This design comes from an exercise in tuning for a short achievable clock period and few clock cycles on the open sky130 flow, not from production work.
Function was checked by simulation only, so behaviour that the tests miss may differ from the original.
No activity file was given, so power comes from the tool's default toggle rates.

File: design/flow/design.v
module alu(
    output [15:0] data_out,
    output        valid_out,
    output        cmd_out,
    input  [15:0] data_in,
    input         valid_in,
    input         cmd_in,
    output        amm_read,
    output [7:0]  amm_address,
    input  [7:0]  amm_readdata,
    input         amm_waitrequest,
    input  [1:0]  amm_response,
    input clk,
    input rst_n
    );
    reg        idle;         
    reg        inpkt;        
    reg        vo_r, co_r;   
    reg [11:0] do_r;
    reg        ar_r;         
    reg [7:0]  aa_r;
    reg [3:0]  opc;
    reg [5:0]  rem;          
    reg        pay_done;
    reg        first;        
    reg        err;
    reg        stopq;        
    reg        killq;        
    reg        b0_ind;       
    reg        first_rd;     
    reg [7:0]  fifo [0:63];
    reg [5:0]  wptr, rptr;
    reg [7:0]  dq;  reg dq_v, dq_first;
    reg [7:0]  rq;  reg rq_v, rq_a;
    reg [11:0] acc;
    reg [7:0]  lor, lxor, lnand;
    reg        hasop;
    reg [7:0]  opa, opb;
    wire [7:0] din   = data_in[7:0];
    wire [1:0] mod   = data_in[9:8];
    wire [3:0] op_in = data_in[11:8];
    wire [5:0] nof_in = data_in[5:0];
    wire hdr_in   = valid_in & cmd_in;
    wire beat     = valid_in & ~cmd_in & inpkt & ~pay_done;
    wire dir      = beat & (mod == 2'b00);
    wire ind      = beat & (mod == 2'b01);
    wire forb     = (din[7:4] == 4'h1) | (din[7:4] == 4'h2) |
                    (din[7:4] == 4'h8) | (din[7:4] == 4'h9);
    wire last_beat = beat & (rem == 6'd1);
    wire unary_in = (op_in[3:2] == 2'b01);
    wire shift_in = (op_in == 4'd8) | (op_in == 4'd9);
    wire reject   = (nof_in == 6'd0) | (unary_in & (nof_in != 6'd1));
    wire sherr    = shift_in & (nof_in != 6'd2);
    wire rdone    = ar_r & ~amm_waitrequest;
    wire rbad     = rdone & (amm_response != 2'b00);
    wire rgood    = rdone & (amm_response == 2'b00);
    wire eng_free = ~ar_r | rdone;
    wire qne      = (rptr != wptr);
    wire good_ind = ind & ~forb & ~stopq & ~rbad;
    wire issue_q  = eng_free & qne & ~killq & ~rbad;
    wire bypass   = eng_free & ~qne & good_ind;
    wire enq      = good_ind & ~bypass;
    wire rd_next  = (ar_r & amm_waitrequest) | issue_q | bypass;
    wire comp     = inpkt & (pay_done | last_beat) & ~rd_next;
    wire err_next = err | (ind & forb) | rbad;
    wire [11:0] acc_n   = acc + {4'b0, dq} + {4'b0, rq};
    wire [7:0]  lor_n   = lor | dq | rq;
    wire [7:0]  lxor_n  = lxor ^ dq ^ rq;
    wire [7:0]  lnand_n = lnand | (dq_v ? ~dq : 8'h00) | (rq_v ? ~rq : 8'h00);
    wire        hasop_n = hasop | dq_v | rq_v;
    wire [7:0]  opa_n   = (dq_v & dq_first) ? dq : (rq_v & rq_a) ? rq : opa;
    wire [7:0]  opb_n   = (dq_v & ~dq_first) ? dq : (rq_v & ~rq_a) ? rq : opb;
    reg [11:0] res;
    always @(*) begin
        case (opc)
            4'd0: res = acc_n;
            4'd1: res = hasop_n ? {4'b0, ~lnand_n} : 12'hFFF;
            4'd2: res = {4'b0, lor_n};
            4'd3: res = {4'b0, lxor_n};
            4'd4: res = hasop_n ? {4'b0, ~lor_n} : 12'h000;
            4'd5: res = hasop_n ? {4'b0, lor_n} + 12'd1 : 12'h000;
            4'd6: res = hasop_n ? {4'b0, lor_n} - 12'd1 : 12'h000;
            4'd7: res = hasop_n ? {4'b0, 8'd0 - lor_n} : 12'h000;
            4'd8: res = {4'b0, opa_n} >> opb_n;
            4'd9: res = {4'b0, opa_n << opb_n};
            default: res = 12'h000;
        endcase
    end
    integer i;
    always @(posedge clk) begin
        if (~(ar_r & amm_waitrequest))
            aa_r <= qne ? fifo[rptr] : din;
        fifo[wptr] <= din;
        rq   <= rgood ? amm_readdata : 8'h00;
        rq_v <= rgood;
        rq_a <= first_rd & b0_ind;
        dq   <= dir ? din : 8'h00;
        dq_v <= dir;
        dq_first <= first;
        if (vo_r & co_r) begin
            vo_r <= 1'b1;
            co_r <= 1'b0;
            do_r <= err ? 12'hBAD : res;
        end else begin
            vo_r <= (idle & hdr_in & reject) | comp;
            co_r <= 1'b1;
            do_r <= {7'b0, idle | err_next, idle ? op_in : opc};
        end
        if (idle) begin
            opc      <= op_in;
            rem      <= nof_in;
            pay_done <= 1'b0;
            first    <= 1'b1;
            err      <= reject | sherr;
            stopq    <= sherr;
            killq    <= 1'b0;
            b0_ind   <= 1'b0;
            first_rd <= 1'b1;
            wptr     <= 6'd0;
            rptr     <= 6'd0;
            acc      <= 12'd0;
            lor      <= 8'd0;
            lxor     <= 8'd0;
            lnand    <= 8'd0;
            hasop    <= 1'b0;
            opa      <= 8'd0;
            opb      <= 8'd0;
        end else begin
            if (beat) begin
                rem   <= rem - 6'd1;
                first <= 1'b0;
                if (first & (mod == 2'b01)) b0_ind <= 1'b1;
            end
            if (last_beat) pay_done <= 1'b1;
            err <= err_next;
            if ((ind & forb) | rbad) stopq <= 1'b1;
            if (rbad) killq <= 1'b1;
            if (rdone) first_rd <= 1'b0;
            if (enq) wptr <= wptr + 6'd1;
            if (issue_q) rptr <= rptr + 6'd1;
            acc   <= acc_n;
            lor   <= lor_n;
            lxor  <= lxor_n;
            lnand <= lnand_n;
            hasop <= hasop_n;
            opa   <= opa_n;
            opb   <= opb_n;
        end
        if (~rst_n) begin
            idle  <= 1'b1;
            inpkt <= 1'b0;
            vo_r  <= 1'b0;
            ar_r  <= 1'b0;
        end else begin
            idle  <= (vo_r & ~co_r) | (idle & ~hdr_in);
            inpkt <= (idle & hdr_in & ~reject) | (inpkt & ~comp);
            ar_r  <= inpkt & rd_next;
        end
    end
    assign data_out    = {4'b0, do_r};
    assign valid_out   = vo_r;
    assign cmd_out     = co_r;
    assign amm_read    = ar_r;
    assign amm_address = aa_r;
endmodule
File: design/flow/run.sh
#!/bin/bash
# synth_recipe.tcl (not shown) runs the flow's synth.tcl, then flattens the netlist and writes it again
# the make line also repeats each setting of config.mk as NAME=value (left out here)
make -C /OpenROAD-flow-scripts/flow DESIGN_CONFIG=/design/flow/config.mk WORK_HOME=/design/flow/orfs CLKGATE_MAP_FILE= SYNTH_SCRIPT=/design/flow/synth_recipe.tcl finish
File: design/flow/config.mk
export PLATFORM = sky130hd
export DESIGN_NAME = alu
export DESIGN_NICKNAME = alu
export VERILOG_FILES = /design/flow/design.v
export SDC_FILE = /design/flow/constraint.sdc
export NUM_CORES = 4
export LEC_CHECK = 0
export ABC_CLOCK_PERIOD_IN_PS = 2000
export CAP_MARGIN = 20
export CORE_MARGIN = 2
export CORE_UTILIZATION = 40
export PLACE_DENSITY = 0.6
export SETUP_SLACK_MARGIN = 4.0
export SLEW_MARGIN = 20
export TNS_END_PERCENT = 100
File: design/flow/constraint.sdc
create_clock -name core_clock -period 6.5 [get_ports {clk}]
set_input_delay 1.3000 -clock core_clock [delete_from_list [all_inputs] [get_ports {clk}]]
set_output_delay 1.3000 -clock core_clock [all_outputs]
set_load 0.01 [all_outputs]
==> impl_metrics.yaml, run 1 <==
status:
  status: "finished clean"
yosys:
  synthesis_stage_register_bit_count: 639
  yosys.area_share.adder: 0.01384
  post_synth_instance_area_um2: 26580
  post-synth-top-count-cell: "edfxtp_1"
  synth_mux_area_frac: 0.1593
  synth_enable_flop_cells: 527
  syn-mean-instance-area_um2: 16.48
  synth_seq_area_share: 0.6797
  ys_dominant_reg_cell: "edfxtp_1"
  synthTopCellsByCount: "527 x edfxtp_1, 175 x nor2_1, 170 x mux4_2"
  synth_compound_gate_area_share: 0.04438
  dominant_combinational_cell_family_by_area_after_synthesis: "multiplexers"
  synth.yosys.warnings: 1
  post_synth_inst_count: 1613
  largest_area_contributor_in_the_netlist: "edfxtp_1"
  synthSimpleGateAreaFrac: 0.06533
  ys_top_cells_by_area: "edfxtp_1 60%, mux4_2 14%, dfxtp_1 8.4%"
  synth_top_cell_area_share: 0.5953
  synth_cell_type_count: 63
  synth-xor-area-share: 0.01647
  synth_async_sr_flop_share: 0
timing:
  hold_viol: 0
  setup_slack_ps: 3541
  setup_repair_after_global_routing_missed_its_margin: "yes"
  period_share: 0.4553
  setup_viol: 0
  setup-tns-final_ps: 0
  timing_worst_slew_pin_value_ps: 911.0
  finalMaxSlewViolations: 0
  slew-limit-headroom: 0.3908
  max_freq_mhz: 337.9
  finalCriticalPeriod_ps: 2959
  clk_skew_ps: 28.13
critical_path:
  worst-path-max-fanout: 6
  timing.critical_path.to_type: "register"
  setup.reg_to_reg.worst_slack_ps: 3540
  crit_required_ps: 6870
  critPathKind: "reg -> reg"
  timing.critical_path.from_type: "register"
  cp.arrival_ps: 3330
run:
  max_cap_viol_count: 0
placement:
  io_buffer_count: 49
  place.detailed.hpwl_mm: 38.99
  place.gp.congestion: 0.8919
  placed_cell_area_um2: 28030
  preCtsSetupSlack_ps: 2824
clock_network:
  clk_transition_reported_paths_ps: 60
  clock_latency_reported_for_the_late_side_of_the_worst_skew_pair_ps: 620
  clk_root_buffer_cell: "clkbuf_16"
  cts_hold_repair.buffers: 0
  cts_htree_levels: 3
  clock_sinks: 639
  max-clock-path-buffers: 3
  cts_tree: "yes"
  numCtsBuffers: 70
pwr:
  p_comb_frac: 0.025
  sequentialPowerShare: 0.510
  power.leakage_nw: 10.26
  power_per_cell_area_nw_per_um2: 273.3
  share_clk_of_total_power: 0.465
  p_int_w: 0.006936
  total_switching_power_w: 0.001815
  irDropWorstVdd_mv: 0.2099
  power_switching_share: 0.2074
route:
  ant_nets: 0
  met3_wirelength_mm: 4.646
  num_vias: 15150
  avgRoutedWirePerCell_um: 25.51
  drt_first_pass_iters: 5
  post_detailed_routing_wire_length_mm: 67.71
  routed_via_density: 5.708
  routed.top_layer: "met4"
  drc: 0
  met2_length_mm: 32.09
  drt-initial-drc-count: 1477
  drt-met1-wl_mm: 29.28
layout:
  sequential_cell_area_um2: 18130
  antenna_cells: 0
  area_growth_syn_to_layout_pct: 20.45
  finalCoreUtilization: 0.4870
  layout_cell_share_with_drive_strength_beyond_1: 0.3145
  fin_area_um2: 32020
  layout_filler_cell_count: 5464
  multiInputGateArea_um2: 8632
  design.final.nets: 1789
grt:
  via_count_of_the_first_global_routing_pass: 15250
  grt_remaining_overflow: 0
  grt_start_max_net_pins: 69
  antenna_violations_before_repair: 1
  grt_first_pass_wirelength_mm: 99.39
  globalRouteTotalUtil: 0.1981
floorplanning:
  std_cell_rows: 94
  floorplan.initialDensity: 0.4043
  chipWidth_um: 261.8
  fp.dieArea_um2: 68540
  design.core.area_um2: 65750
  die-height_um: 261.8
  top_level_ports: 58
hold_path:
  worst_hold_path_type: "reg -> reg"
==> critical path: stages, from the launching register on <==
cell and delay (ps):
dfxtp_4 390, buf_12 130, buf_12 160, clkbuf_16 190, mux4_2 530, mux4_2 560, mux4_2 470, mux2_4 270
==> layout make-up <==
class,count,area share
clock buffers,92,0.06096
flip-flops and latches,639,0.5661
clock inverters,36,0.01348
well taps,864,0.03376
repair buffers,143,0.05150
inverters,39,0.004572
multi-input cells,841,0.2696
==> logic make-up after synthesis <==
| group | count (synthesis) |
|---|---|
| XOR/XNOR | 50 |
| flip-flops | 639 |
| adder cells (fa/ha/maj) | 24 |
| multiplexers | 208 |
| buffers and inverters | 136 |
| AO/OA/AOI/OAI | 181 |
| AND/OR/NAND/NOR | 374 |
| other | 1 |
==> cell usage in the layout, fill, tap and decap left out, types with 9 or more instances in the layout <==
cell	count
o21ai_0	41
xnor2_1	32
clkdlybuf4s50_1	14
nor2b_1	9
inv_1	36
buf_6	10
mux2_2	11
nand2_1	57
mux4_2	170
nor2_1	147
dfxtp_1	88
and2_1	20
buf_2	18
mux2_4	9
ha_1	12
a21oi_2	9
xor2_1	14
buf_16	12
clkinv_2	9
nand3_1	15
nor2_2	25
edfxtp_1	527
a21oi_1	29
clkbuf_16	79
dfxtp_4	12
a211oi_1	13
or3_1	9
nor3_1	17
clkbuf_1	13
mux2i_1	17
buf_4	56
a221oi_1	10
dfxtp_2	12
nand4_1	9
==> path summary, 6_finish.rpt <==
kind                   startpoint           endpoint  cells after the start
max          rptr[0]$_SDFFE_PP0P_  aa_r[1]$_DFFE_PN_                      7
min            first$_SDFFE_PP1P_   dq_first$_DFF_P_                      0
max reg2reg  rptr[0]$_SDFFE_PP0P_  aa_r[1]$_DFFE_PN_                      7
min reg2reg    first$_SDFFE_PP1P_   dq_first$_DFF_P_                      0
==> what timing repair did <==
action                                  4_1_cts  5_1_grt
endpoints found under the setup margin       90      193
pin swaps                                    29       23
gates resized for setup                     192       84
buffers inserted                             35       19
cloned                                       10        6
==> per-stage QoR <==
stage / cells / hold WS, ps / power (W)
6_report: 2654 / 375.8 / 0.008751
5_1_grt: 2654 / 395.1 / 0.008989
4_1_cts: 2629 / 376.8 / 0.008805
3_5_place_dp: 2456 / 371.1 / 0.004756
3_3_place_gp: 2456 / 359.1 / 0.004750
2_1_floorplan: 1616 / 351.9 / 0.004632
==> state kept, by name (all words and copies together), names as in the netlist, 4 cells and up <==
| register | cells |
|---|---|
| fifo | 512 |
| acc | 12 |
| do_r | 12 |
| aa_r | 8 |
| dq | 8 |
| lnand | 8 |
| lor | 8 |
| lxor | 8 |
| opa | 8 |
| opb | 8 |
| rq | 8 |
| rem | 6 |
| rptr | 6 |
| wptr | 6 |
| opc | 4 |
==> power by group through the flow <==
stage,logic (W),clock network (W),registers (W)
CTS,0.000210,0.00413,0.00447
global placement,0.000194,0,0.00456
finish,0.000216,0.00407,0.00447
floorplan,0.0000856,0,0.00455
global route,0.000236,0.00429,0.00447
detailed placement,0.000199,0,0.00456
==> routing by layer <==
| metal | vias to the layer above | global-route usage |
|---|---|---|
| met2 | 546 | 0.3112 |
| li1 | 6555 | - |
| met4 | 0 | 0.05634 |
| met1 | 7935 | 0.2822 |
| met3 | 113 | 0.03906 |
| met5 | - | 0 |
Testbench counts, summed over its fixed seeds: cycles 204,229.
==> run 2, diff against run 1 <==
--- a/design/flow/config.mk
+++ b/design/flow/config.mk
@@ -11,5 +11,5 @@
 export CORE_UTILIZATION = 40
 export PLACE_DENSITY = 0.6
-export SETUP_SLACK_MARGIN = 4.0
+export SETUP_SLACK_MARGIN = 4.6
 export SLEW_MARGIN = 20
 export TNS_END_PERCENT = 100
==> run 2 against run 1 <==
Clock skew rose by 2.9 ps. Count of clock-buffer cells in the layout increased by 1. Sequential power hardly changed. Combinational power is 17% higher. Hold slack about the same. Sequential share of layout area is 1.9 points lower. Register-to-register slack improved by 30 ps. Design area up 3.6%. Critical path depth is the same. Via count up 3.1%. Critical endpoint is now aa_r[3]$_DFFE_PN_. Largest power group unchanged.
==> impl_metrics.yaml, run 2 <==
grt:
  via_count_of_the_first_global_routing_pass: 15610
  grt.met1_usage: 0.2978
  globalRouteTotalUtil: 0.2088
  met2_global_route_usage: 0.3360
  met3_usage: 0.03135
  grt_first_pass_wirelength_mm: 103.7
  grt.busiest_layer: "met2"
  antenna_violations_before_repair: 2
  grt_remaining_overflow: 0
  grt_start_max_net_pins: 68
critical_path:
  cp_cell_sequence: "buf_12, buf_12, buf_12, mux4_2, mux4_2, mux4_2, mux2_2"
  critPathMaxStageDelay_ps: 590
  cp_slowest_cell: "mux4_2"
  crit_required_ps: 6850
  timing.critical_path.to_type: "register"
  critPathKind: "reg -> reg"
  cp.arrival_ps: 3280
  worst-path-max-fanout: 6
  reg2regPathDepth: 7
  timing.critical_path.from_type: "register"
clock_network:
  clock_latency_reported_for_the_late_side_of_the_worst_skew_pair_ps: 610
  max-clock-path-buffers: 3
  cts_htree_levels: 3
  clk_root_buffer_cell: "clkbuf_16"
  cts_tree: "yes"
  cts_hold_repair.buffers: 0
  clk_transition_reported_paths_ps: 60
  clock_sinks: 639
  numCtsBuffers: 69
floorplanning:
  die-height_um: 261.8
  floorplan.initialDensity: 0.4043
  chipWidth_um: 261.8
  design.core.area_um2: 65750
  fp.dieArea_um2: 68540
  top_level_ports: 58
  std_cell_rows: 94
timing:
  setup_slack_ps: 3570
  setup_viol: 0
  finalMaxSlewViolations: 0
  finalCriticalPeriod_ps: 2930
  period_share: 0.4507
  clk_skew_ps: 31.05
  setup-tns-final_ps: 0
  hold_viol: 0
  setup_repair_after_global_routing_missed_its_margin: "yes"
  holdWs_ps: 376.3
  max_freq_mhz: 341.4
  timing_worst_slew_pin_value_ps: 1013
  slew-limit-headroom: 0.3193
yosys:
  synthTopCellsByCount: "527 x edfxtp_1, 175 x nor2_1, 170 x mux4_2"
  syn-mean-instance-area_um2: 16.48
  synth_top_cell_area_share: 0.5953
  synth.yosys.warnings: 1
  synth_async_sr_flop_share: 0
  synth_seq_area_share: 0.6797
  synth_enable_flop_cells: 527
  synthesis_stage_register_bit_count: 639
  post-synth-top-count-cell: "edfxtp_1"
  ys_top_cells_by_area: "edfxtp_1 60%, mux4_2 14%, dfxtp_1 8.4%"
  post_synth_instance_area_um2: 26580
  synth_cell_type_count: 63
  largest_area_contributor_in_the_netlist: "edfxtp_1"
  ys_dominant_reg_cell: "edfxtp_1"
  post_synth_inst_count: 1613
layout:
  layout_filler_cell_count: 5279
  layout_cell_share_with_drive_strength_beyond_1: 0.3795
  area_growth_syn_to_layout_pct: 24.77
  fin_area_um2: 33170
  design.final.nets: 1848
  mostFrequentLayoutCell: "edfxtp_1"
  regMostFlops: "fifo"
  most_frequent_cells_in_the_layout: "527 x edfxtp_1, 170 x mux4_2, 97 x nor2_1, 82 x buf_4"
  biggestRegsByFlops: "fifo x512, acc x12, do_r x12"
  flip_flop_count_of_the_largest_register_all_copies_and_words_added: 512
status:
  status: "finished clean"
hold_path:
  min_path_cells: 0
  worst_hold_path_type: "reg -> reg"
pwr:
  power_per_cell_area_nw_per_um2: 256.3
  power.leakage_nw: 10.64
  fin_total_pwr_w: 0.008503
  irDropWorstVdd_mv: 0.2237
route:
  drt_first_pass_iters: 8
  avgRoutedWirePerCell_um: 26.35
  post_detailed_routing_wire_length_mm: 71.46
  drc: 0
  ant_nets: 0
  num_vias: 15620
  routed_via_density: 5.760
  drt-initial-drc-count: 1499
placement:
  place.gp.congestion: 0.8936
  placed_cell_area_um2: 28200
  preCtsSetupSlack_ps: 2617
  io_buffer_count: 49
  place.detailed.hpwl_mm: 40.12
run:
  max_cap_viol_count: 0
-- run 2: cell counts after synthesis --
Identical to the previous run, type by type.
-- run 2: kinds of logic (layout without fill, tap and decap cells) --
family	after synthesis	in the layout	share of synthesized area
buf+inv	136	366	0.02090
simple gates	374	374	0.06533
xor+xnor	50	50	0.01647
compound gates	181	182	0.04439
other cells	1	5	0.0001411
fa+ha+maj	24	24	0.01384
flops	639	639	0.6797
mux	208	208	0.1593
-- run 2: path summary, 6_finish.rpt --
kind                            slack, ps                end                 start
worst min-delay path                  380   dq_first$_DFF_P_    first$_SDFFE_PP1P_
worst max-delay path                 3570  aa_r[3]$_DFFE_PN_  rptr[0]$_SDFFE_PP0P_
worst min register to register        380   dq_first$_DFF_P_    first$_SDFFE_PP1P_
worst max register to register       3570  aa_r[3]$_DFFE_PN_  rptr[0]$_SDFFE_PP0P_
-- run 2: layout make-up --
type                            count  area [um2]  area share
Inverter                           39       146.4    0.004414
Clock buffer                       93        1891     0.05700
Antenna cell                        1       2.502  0.00007545
Sequential cell                   639       18140      0.5471
Clock inverter                     32       261.5    0.007884
Multi-Input combinational cell    842        9225      0.2781
Tap cell                          864        1081     0.03259
Timing Repair Buffer              202        2416     0.07284
-- run 2: metal layers --
| layer | vias up | wire (um) |
|---|---|---|
| met5 | - | 0 |
| met4 | 0 | 1502 |
| met3 | 92 | 4571 |
| met2 | 587 | 34730 |
| met1 | 8262 | 30650 |
| li1 | 6679 | - |
-- run 2: per-stage QoR --
step / std cells / util
CTS: 2677 / 0.4936
detailed placement: 2453 / 0.4289
global route: 2711 / 0.5045
global placement: 2453 / 0.4289
floorplan: 1616 / -
finish: 2712 / 0.5045
-- run 2: timing repair --
item	4_1_cts	5_1_grt
endpoints found under the setup margin	743	358
gates resized for setup	367	98
pin swaps	45	47
endpoints found under the hold margin	0	0
setup buffers	86	30
cloned	13	4
-- run 2: power breakdown --
| part | total [W] | internal, W | switching [W] |
|---|---|---|---|
| Sequential | 0.00447 | 0.00444 | 0.0000289 |
| Clock | 0.00378 | 0.00217 | 0.00161 |
| Combinational | 0.000252 | 0.0000976 | 0.000154 |
| Total | 0.00850 | 0.00671 | 0.00179 |
-- run 2: worst max-delay path: cells and delay by family (launching register included) --
family	cells	cell delay [ps]
muxes	4	1840
buffers and inverters	3	480
DFF	1	360
==> run 3, diff against run 2 <==
==> design/flow/config.mk (replaced) <==
export PLATFORM = sky130hd
export DESIGN_NAME = alu
export DESIGN_NICKNAME = alu
export VERILOG_FILES = /design/flow/design.v
export SDC_FILE = /design/flow/constraint.sdc
export NUM_CORES = 4
export LEC_CHECK = 0
export CAP_MARGIN = 20
export CORE_MARGIN = 2
export CORE_UTILIZATION = 40
export PLACE_DENSITY = 0.6
export SLEW_MARGIN = 20
==> run 3 against run 2 <==
Cell count down 4.7%. Non-clock buffer count down 129. Worst setup slack worse by 910 ps. Hold slack worse by 0.64 ps.
==> impl_metrics.yaml, run 3 <==
placement:
  io_buffer_count: 49
  place.detailed.hpwl_mm: 39.11
  place.gp.congestion: 0.9003
  preCtsSetupSlack_ps: 1947
yosys:
  synth_enable_flop_cells: 527
  largest_area_contributor_in_the_netlist: "edfxtp_1"
  synthTopCellsByCount: "527 x edfxtp_1, 175 x nor2_1, 170 x mux4_2"
  synth_cell_type_count: 63
  synth_async_sr_flop_share: 0
  synth_mux_area_frac: 0.1593
  synthesis_stage_register_bit_count: 639
  synthSimpleGateAreaFrac: 0.06533
  dominant_combinational_cell_family_by_area_after_synthesis: "multiplexers"
  post_synth_instance_area_um2: 26580
  synth-xor-area-share: 0.01647
  yosys.area_share.adder: 0.01384
  synth_seq_area_share: 0.6797
  post-synth-top-count-cell: "edfxtp_1"
  synth_compound_gate_area_share: 0.04438
  ys_dominant_reg_cell: "edfxtp_1"
  post_synth_inst_count: 1613
  synth_top_cell_area_share: 0.5953
  syn-mean-instance-area_um2: 16.48
  ys_top_cells_by_area: "edfxtp_1 60%, mux4_2 14%, dfxtp_1 8.4%"
  synth.yosys.warnings: 1
critical_path:
  timing.critical_path.from_type: "input pin"
  cp_cell_sequence: "clkdlybuf4s50_1, nand4bb_1, nor3b_1, nor4b_1, nand2_1, nor3_1, xnor2_1, nor2_1"
  crit_family: "simple AND/OR/NAND/NOR gates"
  reg2regPathDepth: 7
  timing.critical_path.to_type: "register"
  critical_path_depth: 8
  worst-path-max-fanout: 7
  critPathMaxStageDelay_ps: 780
  cp_slowest_cell: "nor4b_1"
  cp.arrival_ps: 4300
  crit_required_ps: 6960
  critPathKind: "in -> reg"
  setup.reg_to_reg.worst_slack_ps: 2740
  critPathBufInv: 1
pwr:
  p_comb_frac: 0.023
  p_int_w: 0.006667
  power_switching_share: 0.2115
  power_per_cell_area_nw_per_um2: 280.4
  share_clk_of_total_power: 0.448
  power.leakage_nw: 9.450
  total_switching_power_w: 0.001789
  sequentialPowerShare: 0.528
  irDropWorstVdd_mv: 0.1819
layout:
  area_growth_syn_to_layout_pct: 13.45
  design.final.nets: 1719
  flip_flop_count_of_the_largest_register_all_copies_and_words_added: 512
  layout_filler_cell_count: 5597
  regMostFlops: "fifo"
  finalCoreUtilization: 0.4587
  most_frequent_cells_in_the_layout: "527 x edfxtp_1, 175 x nor2_1, 170 x mux4_2, 108 x dfxtp_1, 71 x clkbuf_16"
  biggestRegsByFlops: "fifo x512, acc x12, do_r x12"
  multiInputGateArea_um2: 7971
  sequential_cell_area_um2: 18080
  layout_cell_share_with_drive_strength_beyond_1: 0.1955
  mostFrequentLayoutCell: "edfxtp_1"
clock_network:
  max-clock-path-buffers: 3
  clk_root_buffer_cell: "clkbuf_16"
  cts_tree: "yes"
  cts_htree_levels: 3
  clk_transition_reported_paths_ps: 60
  cts_hold_repair.buffers: 0
  post_cts.repair.setup_buffers: 0
  numCtsBuffers: 70
  clock_sinks: 639
  clock_latency_reported_for_the_late_side_of_the_worst_skew_pair_ps: 620
  cts_resized: 0
timing:
  setup-tns-final_ps: 0
  holdWs_ps: 375.6
  setup_repair_after_global_routing_missed_its_margin: "no"
  clk_skew_ps: 43.20
  max_freq_mhz: 260.3
  slew-limit-headroom: 0.2746
  finalCriticalPeriod_ps: 3842
  period_share: 0.5911
  setup_slack_ps: 2658
  setup_viol: 0
  hold_viol: 0
  finalMaxSlewViolations: 0
  timing_worst_slew_pin_value_ps: 1080
floorplanning:
  top_level_ports: 58
  die-height_um: 261.8
  std_cell_rows: 94
  fp.dieArea_um2: 68540
  design.core.area_um2: 65750
  chipWidth_um: 261.8
  floorplan.initialDensity: 0.4043
grt:
  via_count_of_the_first_global_routing_pass: 14450
  grt_start_max_net_pins: 107
  grt_first_pass_wirelength_mm: 93.74
  antenna_violations_before_repair: 4
  grt_remaining_overflow: 0
  globalRouteTotalUtil: 0.1859
hold_path:
  min_path_cells: 0
  worst_hold_path_type: "reg -> reg"
route:
  avgRoutedWirePerCell_um: 24.26
  num_vias: 14440
  routed_via_density: 5.586
  post_detailed_routing_wire_length_mm: 62.71
  drc: 0
  drt_first_pass_iters: 5
  drt-initial-drc-count: 1325
  ant_nets: 0
run:
  max_cap_viol_count: 0
status:
  status: "finished clean"
## run 3: cell types whose count changed in the layout (fill, tap and decap cells not counted), moves of 10 or more
cell	previous run	this run
clkdlybuf4s50_1	11	41
buf_4	82	21
buf_6	35	0
dfxtp_2	23	2
nor2_4	68	0
buf_16	13	0
nor2_2	10	0
buf_12	26	3
a21oi_1	27	39
dfxtp_1	76	108
dfxtp_4	13	2
nor2_1	97	175
## run 3: through the flow
step	area, um2	total power (W)	cells
6_report	30160	0.008456	2585
5_1_grt	30150	0.008720	2583
4_1_cts	30150	0.008540	2583
3_5_place_dp	27940	0.004754	2456
3_3_place_gp	27940	0.004747	2456
2_1_floorplan	26590	0.004631	1616
## run 3: path summary, 6_finish.rpt
check,startpoint,end
hold / removal,first$_SDFFE_PP1P_,dq_first$_DFF_P_
setup / recovery,cmd_in,wptr[4]$_SDFFE_PP0P_
setup reg to reg,rq_v$_DFF_P_,do_r[1]$_DFF_P_
hold reg to reg,first$_SDFFE_PP1P_,dq_first$_DFF_P_
## run 3: area by class of cell
cell class	count	area share
well taps	864	0.03585
clock inverters	35	0.01070
repair buffers	73	0.02215
clock buffers	92	0.06252
multi-input cells	841	0.2643
diodes	2	0.0001660
flip-flops and latches	639	0.5994
inverters	39	0.004854
## run 3: cell families after synthesis
logic type,Yosys count
AO/OA/AOI/OAI,181
XOR/XNOR,50
adder cells (fa/ha/maj),24
buffers and inverters,136
flip-flops,639
multiplexers,208
other,1
AND/OR/NAND/NOR,374
## run 3: per-layer routing
layer / share of wire / global-route usage
met1: 0.43 / 0.2579
met2: 0.48 / 0.2946
met3: 0.069 / 0.04032
met4: 0.022 / 0.05745
met5: 0 / 0
## run 3: worst reg2reg max path, delay by kind of cell (launching register included)
kind | cells | cell delay (ps)
compound gates | 4 | 1260
flops | 1 | 800
mux | 1 | 450
simple gates | 2 | 1090
## run 3: power by group through the flow
stage	sequential (W)	combinational, W	clock, W
global route	0.00447	0.000217	0.00404
CTS	0.00447	0.000201	0.00387
global placement	0.00455	0.000194	0
detailed placement	0.00455	0.000201	0
finish	0.00447	0.000198	0.00379
floorplan	0.00455	0.0000844	0

## re-timing with driven ports
No port has a modelled driver above. Below, the same layouts with a new extraction and two added sets of constraints. Step 1 (the two cells are an assumption about what drives the block):
set clk [get_ports {clk}]
set_driving_cell -lib_cell sky130_fd_sc_hd__clkbuf_16 $clk
set_driving_cell -lib_cell sky130_fd_sc_hd__buf_2 [delete_from_list [all_inputs] $clk]
Step 2 times the ports against the registers' clock, not the clock port: input delays grow and output delays shrink by t, the midpoint of the rising clock arrivals with the driver on. Three values: ideal ports, drivers, drivers and shift; two values: the first two.
| run | t (ns) | setup slack, ns | worst data-port slew with drivers (ns) |
|---|---|---|---|
| run 1 | 0.663 | 3.541 / 3.541 / 3.388 | 0.05 |
| run 2 | 0.657 | 3.570 / 3.570 / 3.494 | 0.06 |
| run 3 | 0.658 | 2.658 / 2.689 / 2.031 | 0.04 |
After both steps every run listed still meets setup and hold. The setup slack of run 3, which loses most, moves by +0.031 ns with the drivers and by -0.627 ns with both steps.
